This design comes from an exercise in tuning for small area, a short achievable clock period and few clock cycles on the open sky130 flow, not from production work.
The RTL was checked by simulation tests, not by an equivalence proof against the original design.

==> flow/design.v <==
module SQRT(
	RST,
	CLK,
	IN_VALID,
	IN,
	OUT_VALID,
	OUT
);
input CLK;
input RST;
input [15:0] IN;
input IN_VALID;
output [11:0] OUT;
output OUT_VALID;
reg [2:0] cnt;       
reg ovalid;
reg [11:0] r;        
reg [11:0] q;        
reg [9:0] x;         
assign OUT_VALID = ovalid;
assign OUT = q;
wire busy  = |cnt;
wire start = IN_VALID & ~busy;
wire last  = (cnt == 3'd5);
function [6:0] sqrt_first;
	input [5:0] v;
	reg [2:0] qq;
	reg [3:0] rr;
	reg [5:0] w;
	integer i;
	begin
		qq = 3'd0;
		rr = 4'd0;
		for (i = 2; i >= 0; i = i - 1) begin
			w = {rr, v[2*i+1], v[2*i]};
			if (w >= {1'b0, qq, 2'b01}) begin
				rr = w - {1'b0, qq, 2'b01};
				qq = {qq, 1'b1};
			end else begin
				rr = w[3:0];
				qq = {qq, 1'b0};
			end
		end
		sqrt_first = {qq, rr};
	end
endfunction
wire [6:0] first = sqrt_first(IN[15:10]);
wire [15:0] w  = {r, x[9:6]};
wire [16:0] s1 = {1'b0, w} - {2'b00, q[10:0], 3'b001};
wire [16:0] s2 = {1'b0, w} - {1'b0, q[10:0], 4'b0100};
wire [16:0] s3 = {1'b0, w} - ({1'b0, q[10:0], 4'b0000} + {2'b00, q[10:0], 3'b000} + 17'd9);
wire ge1 = ~s1[16];
wire ge2 = ~s2[16];
wire ge3 = ~s3[16];
wire [1:0] d = {ge2, ge3 | (ge1 & ~ge2)};
wire [11:0] rn = ge3 ? s3[11:0] : ge2 ? s2[11:0] : ge1 ? s1[11:0] : w[11:0];
wire [11:0] qa = {q[10:0], 1'b0};
wire [11:0] qb = {q[10:0], 1'b1};
wire [11:0] qc = {q[10:0] + 11'd1, 1'b0};
wire [11:0] qround = ge3 ? qc : ge1 ? qb : qa;
always @(posedge CLK or posedge RST) begin
	if (RST) begin
		cnt <= 3'd0;
		ovalid <= 1'b0;
	end else begin
		cnt <= start ? 3'd1 : (last ? 3'd0 : cnt + {2'd0, busy});
		ovalid <= last;
	end
end
always @(posedge CLK) begin
	if (start) begin
		r <= {8'd0, first[3:0]};
		q <= {9'd0, first[6:4]};
		x <= 10'd0 | ({IN[9:0]} << 0);
	end else begin
		r <= rn;
		q <= last ? qround : {q[9:0], d};
		x <= x << 4;
	end
end
endmodule
clock: 5.0 ns
lec_check: 0
cap_margin: 20
core_margin: 2
core_utilization: 40
setup_slack_margin: 2.0
slew_margin: 20
standard.sh (not shown) runs the stock make flow with config.mk's settings and CLKGATE_MAP_FILE= SYNTH_SCRIPT=/design/flow/synth_recipe.tcl, a recipe that flattens the netlist after the stock synthesis.
==> flow/flow/run.sh <==
#!/bin/bash
set -euo pipefail
export BUFFER_PORTS_ARGS="-buffer_cell sky130_fd_sc_hd__buf_1"

bash standard.sh synth > standard_synth.log 2>&1

R=orfs/results/$FLOW_PLATFORM/SQRT/base
LIB=$FLOW_HOME/platforms/$FLOW_PLATFORM/lib/sky130_fd_sc_hd__tt_025C_1v80.lib
YOSYS=$(command -v yosys || echo $FLOW_HOME/../tools/install/yosys/bin/yosys)
cp $R/1_2_yosys.v standard_1_2_yosys.v

# sequential and tie cells stay as they are; everything else is re-mapped
SEQ=$(grep -o 'cell *( *"\?sky130_fd_sc_hd__[a-z0-9_]*' $LIB | grep -o 'sky130_fd_sc_hd__[a-z0-9_]*' \
      | grep -E '__(df|edf|sdf|sedf|dlx|dlr|dlclkp|sdlclkp|conb)' | tr '\n' ' ')
DU=$(grep -o 'sky130_fd_sc_hd__\(lpflow\|probe\)[a-z0-9_]*' $LIB | sort -u | sed 's/^/-dont_use /' | tr '\n' ' ')
cat > remap.ys <<EOT
read_liberty -ignore_miss_func $LIB
blackbox $SEQ
read_verilog standard_1_2_yosys.v
hierarchy -top $FLOW_TOP
flatten
rename -hide w:*.*
opt_clean
stat
abc -liberty $LIB -script flow/remap.abc $DU
splitnets
opt_clean -purge
hilomap -singleton -hicell sky130_fd_sc_hd__conb_1 HI -locell sky130_fd_sc_hd__conb_1 LO
insbuf -buf sky130_fd_sc_hd__buf_4 A X
stat -liberty $LIB
write_verilog -noattr -nohex -nodec remapped.v
EOT
$YOSYS -l remap.log remap.ys > /dev/null 2>&1
cp remapped.v $R/1_2_yosys.v

bash standard.sh > standard.log 2>&1
==> flow/flow/remap.abc <==
strash; dch; map -D 1500; topo; stime -c; buffer -c; upsize -c; dnsize -c; stime -c
The baseline produced a clean layout.
Testbench counts at the start, summed over its fixed seeds: cycles 24,008.
Next try:
==> flow/flow/remap.abc (replaced) <==
strash; dch; map -D 1800; topo; stime -c; buffer -c; upsize -c; dnsize -c; stime -c
- GPL_TIMING_DRIVEN: not set -> 0
After rerunning:
- The new run finished clean
- sequential share of layout area climbs by 0.68 points
- die area decreases by 4.2%
- worst hold slack barely changes
- worst setup slack loses 9.4 ps
- area after synthesis drops by 4.4%
- register-to-register slack barely changes
- global-route usage is lower by 0.39 points
- synthesized cell count drops by about 2.7%
Next try:
- GPL_TIMING_DRIVEN: 0 -> not set
- SETUP_SLACK_MARGIN: 2.0 -> 2.15
Effect: Die area is unchanged. Wire length came out lower by 0.65%. Worst setup slack gains 41 ps. Global-route usage came out lower by 0.12 points. Core utilization came out higher by 0.87 points. Final area came out higher by 1.9%.
Next try:
- CORE_UTILIZATION: 40 -> 50
- SETUP_SLACK_MARGIN: 2.15 -> 2.0
Effect:
- flip-flop and latch count stays the same
- worst hold slack is about the same
- cell area came out lower by 3.1%
Next try:
==> flow/flow/remap.abc (replaced) <==
strash; dch; map -D 2000; topo; stime -c; buffer -c; upsize -c; dnsize -c; stime -c
- CORE_UTILIZATION: 50 -> 40
- The new run finished with timing, DRC and antenna clean
- via count goes down by about 0.54%
- die area goes up by 31%
- cell count rises by about 2%
- worst setup slack got worse by 48 ps
- non-clock buffer count is lower by 3
- cell area rose by 7.4%
- fmax fell by about 1.7%
Next try:
==> flow/flow/remap.abc (replaced) <==
strash; dch; map -D 1800; topo; stime -c; buffer -c; upsize -c; dnsize -c; stime -c
The new run passed the timing, design-rule and antenna checks.
Routed wire length drops by 2.5%.
Sequential share of layout area climbs by 0.99 points.
Non-clock buffer count climbs by 4.
Sequential cell count does not change.
Final area drops by 6.1%.
Setup slack improved by 40 ps.
Clock skew drops by 6.8 ps.
Worst hold slack got worse by 3.3 ps.
Count of clock-buffer cells in the layout climbs by 1.

re-timing with driven ports:
In the flow no input, the clock included, has a driving cell. The finished layouts below were timed again as built, in two steps.
Step 1 assumes that a clkbuf_16 drives the clock port and a buf_2 every other input.
Step 2 moves the port delays by t, midway between the first and last clock arrival at a register: inputs arrive t later, outputs are due t later. That takes back most of the time a late clock gives input paths.
a / b / c = no drivers / after step 1 / after step 2; a / b = the first two.
| run | shift t [ns] | setup slack, ns | hold WS [ns] | worst register clock-pin slew, ns |
|---|---|---|---|---|
| the first run | 0.324 | 2.184 / 2.184 / 1.965 | 0.421 / 0.421 / 0.421 | 0.08 / 0.08 |
| the second run | 0.318 | 2.175 / 2.175 / 1.915 | 0.422 / 0.422 / 0.422 | 0.08 / 0.08 |
| the third run | 0.315 | 2.216 / 2.224 / 1.909 | 0.424 / 0.424 / 0.424 | 0.08 / 0.08 |
| the fourth run | 0.304 | 2.211 / 2.211 / 1.999 | 0.426 / 0.426 / 0.426 | 0.08 / 0.08 |
| the fifth run | 0.328 | 2.163 / 2.163 / 1.915 | 0.428 / 0.428 / 0.428 | 0.08 / 0.08 |
| the sixth run | 0.315 | 2.203 / 2.203 / 1.973 | 0.424 / 0.424 / 0.424 | 0.08 / 0.08 |
After both steps setup and hold are still met in every run listed. For the third run, which loses most, drivers alone change the setup slack by +0.008 ns; drivers and shift together by -0.307 ns.
